This design comes from an exercise in tuning for small area, a short achievable clock period and few clock cycles per item on the open sky130 flow, not from production work. At most, simulation tests tie the RTL to the original design; equivalence was not proved. Power and IR drop assume default switching activity.

==> flow/design.v <==
module bubble_sort_unit(
    input wire       CLK,
    input wire       RST,
    input wire       start_i,
    input wire  [8-1:0] in_data0_i,
    input wire  [8-1:0] in_data1_i,
    input wire  [8-1:0] in_data2_i,
    input wire  [8-1:0] in_data3_i,
    input wire  [8-1:0] in_data4_i,
    input wire  [8-1:0] in_data5_i,
    input wire  [8-1:0] in_data6_i,
    input wire  [8-1:0] in_data7_i,
    input wire  [8-1:0] in_data8_i,
    output wire [8-1:0] out_data0_o,
    output wire [8-1:0] out_data1_o,
    output wire [8-1:0] out_data2_o,
    output wire [8-1:0] out_data3_o,
    output wire [8-1:0] out_data4_o,
    output wire [8-1:0] out_data5_o,
    output wire [8-1:0] out_data6_o,
    output wire [8-1:0] out_data7_o,
    output wire [8-1:0] out_data8_o,
    output wire valid_o
);
    localparam W = 8;
    reg         busy_r;
    reg [W-1:0] d_r [0:8];
    reg [3:0]   swap_a_r, keep_a_r;
    reg         load_r;
    wire [W-1:0] in_w [0:8];
    assign in_w[0] = in_data0_i;
    assign in_w[1] = in_data1_i;
    assign in_w[2] = in_data2_i;
    assign in_w[3] = in_data3_i;
    assign in_w[4] = in_data4_i;
    assign in_w[5] = in_data5_i;
    assign in_w[6] = in_data6_i;
    assign in_w[7] = in_data7_i;
    assign in_w[8] = in_data8_i;
    function automatic gt8(input [7:0] a, input [7:0] b);
        reg [7:0] g1, l1;
        reg [3:0] g2, l2;
        reg [1:0] g3, l3;
        integer n;
        begin
            g1 = a & ~b;
            l1 = ~a & b;
            for (n = 0; n < 4; n = n + 1) begin
                g2[n] = g1[2*n+1] | (~l1[2*n+1] & g1[2*n]);
                l2[n] = l1[2*n+1] | (~g1[2*n+1] & l1[2*n]);
            end
            for (n = 0; n < 2; n = n + 1) begin
                g3[n] = g2[2*n+1] | (~l2[2*n+1] & g2[2*n]);
                l3[n] = l2[2*n+1] | (~g2[2*n+1] & l2[2*n]);
            end
            gt8 = g3[1] | (~l3[1] & g3[0]);
        end
    endfunction
    wire [W-1:0] m_w [0:8];
    wire [W-1:0] b_w [0:8];
    wire [3:0]   swap_a_nx_w;
    genvar i;
    generate
        for (i = 0; i < 9; i = i + 1) begin : layer_a
            wire ld = (i < 4) ? load_r : ~busy_r;
            if (i == 8) begin : lone
                assign m_w[i] = ld ? in_w[8] : d_r[8];
            end else begin : pair
                assign m_w[i] = ({W{ld}}              & in_w[i])
                              | ({W{swap_a_r[i / 2]}} & d_r[i ^ 1])
                              | ({W{keep_a_r[i / 2]}} & d_r[i]);
            end
        end
        assign b_w[0] = m_w[0];
        for (i = 1; i < 9; i = i + 2) begin : layer_b
            wire s = gt8(m_w[i], m_w[i+1]);
            assign b_w[i]   = s ? m_w[i+1] : m_w[i];
            assign b_w[i+1] = s ? m_w[i]   : m_w[i+1];
        end
        for (i = 0; i < 9; i = i + 1) begin : regs
            always @(posedge CLK) d_r[i] <= b_w[i];
        end
        assign swap_a_nx_w[0] = gt8(m_w[0], m_w[1]) | gt8(m_w[0], m_w[2]);
        for (i = 1; i < 4; i = i + 1) begin : next_a
            assign swap_a_nx_w[i] =
                  gt8(m_w[2*i-1], m_w[2*i+1]) | gt8(m_w[2*i-1], m_w[2*i+2])
                | gt8(m_w[2*i],   m_w[2*i+1]) | gt8(m_w[2*i],   m_w[2*i+2]);
        end
    endgenerate
    always @(posedge CLK) begin
        swap_a_r <= {4{start_i}} &  swap_a_nx_w;
        keep_a_r <= {4{start_i}} & ~swap_a_nx_w;
    end
    always @(posedge CLK or negedge RST) begin
        if (!RST) begin
            busy_r <= 1'b0;
            load_r <= 1'b1;
        end else begin
            busy_r <= start_i;
            load_r <= ~start_i;
        end
    end
    assign valid_o = busy_r & ~|swap_a_r;
    assign out_data0_o = d_r[0];
    assign out_data1_o = d_r[1];
    assign out_data2_o = d_r[2];
    assign out_data3_o = d_r[3];
    assign out_data4_o = d_r[4];
    assign out_data5_o = d_r[5];
    assign out_data6_o = d_r[6];
    assign out_data7_o = d_r[7];
    assign out_data8_o = d_r[8];
endmodule
clock: 5.0 ns
lec_check: 0
cap_margin: 20
core_margin: 2
core_utilization: 40
setup_slack_margin: 2.2
slew_margin: 20
standard.sh (not shown) runs the stock make flow with config.mk's settings and CLKGATE_MAP_FILE= SYNTH_SCRIPT=/design/flow/synth_recipe.tcl, a recipe that flattens the netlist after the stock synthesis.
==> flow/flow/run.sh <==
#!/bin/bash
# The standard layout, with the port buffers made from the smallest buffer
# cell and a clock tree of smaller buffers without dummy loads.
set -euo pipefail
bash standard.sh \
  'BUFFER_PORTS_ARGS=-buffer_cell sky130_fd_sc_hd__buf_1' \
  'CTS_ARGS=-sink_clustering_enable -repair_clock_nets -dont_use_dummy_load -buf_list sky130_fd_sc_hd__clkbuf_8' \
  finish > standard_flow.log 2>&1
The baseline produced a clean layout.
Testbench counts at the start, summed over its fixed seeds: cycles 15,173, items 2,400.
Rerun with:
--- a/flow/design.v
+++ b/flow/design.v
@@ -24,9 +24,10 @@
 );
     localparam W = 8;
     reg         busy_r;
+    reg         done_r;
+    reg [1:0]   pass_r;
     reg [W-1:0] d_r [0:8];
-    reg [3:0]   swap_a_r, keep_a_r;
-    reg         load_r;
+    reg [3:0]   swap_a_r;
     wire [W-1:0] in_w [0:8];
     assign in_w[0] = in_data0_i;
     assign in_w[1] = in_data1_i;
@@ -58,22 +59,25 @@
     endfunction
     wire [W-1:0] m_w [0:8];
     wire [W-1:0] b_w [0:8];
+    wire [3:0]   swap_b_w;
     wire [3:0]   swap_a_nx_w;
     genvar i;
     generate
         for (i = 0; i < 9; i = i + 1) begin : layer_a
-            wire ld = (i < 4) ? load_r : ~busy_r;
             if (i == 8) begin : lone
-                assign m_w[i] = ld ? in_w[8] : d_r[8];
+                assign m_w[i] = busy_r ? d_r[8] : in_w[8];
             end else begin : pair
-                assign m_w[i] = ({W{ld}}              & in_w[i])
-                              | ({W{swap_a_r[i / 2]}} & d_r[i ^ 1])
-                              | ({W{keep_a_r[i / 2]}} & d_r[i]);
+                wire s = swap_a_r[i / 2];
+                wire h = busy_r & ~s;
+                assign m_w[i] = ({W{~busy_r}} & in_w[i])
+                              | ({W{s}}       & d_r[i ^ 1])
+                              | ({W{h}}       & d_r[i]);
             end
         end
         assign b_w[0] = m_w[0];
         for (i = 1; i < 9; i = i + 2) begin : layer_b
             wire s = gt8(m_w[i], m_w[i+1]);
+            assign swap_b_w[i/2] = s;
             assign b_w[i]   = s ? m_w[i+1] : m_w[i];
             assign b_w[i+1] = s ? m_w[i]   : m_w[i+1];
         end
@@ -87,20 +91,20 @@
                 | gt8(m_w[2*i],   m_w[2*i+1]) | gt8(m_w[2*i],   m_w[2*i+2]);
         end
     endgenerate
-    always @(posedge CLK) begin
-        swap_a_r <= {4{start_i}} &  swap_a_nx_w;
-        keep_a_r <= {4{start_i}} & ~swap_a_nx_w;
-    end
+    always @(posedge CLK) swap_a_r <= {4{start_i}} & swap_a_nx_w;
+    wire sorted_w = ~|swap_b_w | (pass_r == 2'd3);
     always @(posedge CLK or negedge RST) begin
         if (!RST) begin
             busy_r <= 1'b0;
-            load_r <= 1'b1;
+            done_r <= 1'b0;
+            pass_r <= 2'd0;
         end else begin
             busy_r <= start_i;
-            load_r <= ~start_i;
+            done_r <= start_i & (done_r | (busy_r & sorted_w));
+            pass_r <= busy_r ? pass_r + 2'd1 : 2'd0;
         end
     end
-    assign valid_o = busy_r & ~|swap_a_r;
+    assign valid_o = done_r;
     assign out_data0_o = d_r[0];
     assign out_data1_o = d_r[1];
     assign out_data2_o = d_r[2];
=>
- The new run finished with timing, DRC and antenna clean
- first-iteration DRC count came out lower by 11%
- count of clock-buffer cells in the layout stays the same
- core utilization came out higher by 6.8 points
- wire length came out higher by 7.5%
- setup slack gets better by 0.12 ns
- power came out higher by 31%
- combinational power came out higher by 44%
- via count came out higher by 5.5%
- worst hold slack gets better by 0.038 ns
- final area came out higher by 18%
- sequential cell count came out lower by 2
- global-route usage came out higher by 0.49 points
- sequential power came out higher by about 10%
For the second run of this note, only the layout was checked, not whether the RTL still works.

-- port drivers added, routing unchanged --
In the flow no input, the clock included, has a driving cell. The finished layouts below were timed again as built, in two steps. Step 1: set_driving_cell puts a clkbuf_16 on CLK and a buf_2 on each other input, an assumption about the parent block. Step 2 moves the port delays by t, midway between the first and last clock arrival at a register: inputs arrive t later, outputs are due t later. That takes back most of the time a late clock gives input paths. Slacks: ideal ports / drivers / drivers and shift; pairs: ideal ports / drivers.
run	t, ns	setup slack, ns	worst setup path after step 2
the first run	0.410	1.975 / 1.989 / 1.579	input to register
the second run	0.412	2.090 / 2.090 / 1.850	input to register
After both steps every run listed still meets setup and hold. The setup slack of the first run, which loses most, moves by +0.014 ns with the drivers and by -0.396 ns with both steps.
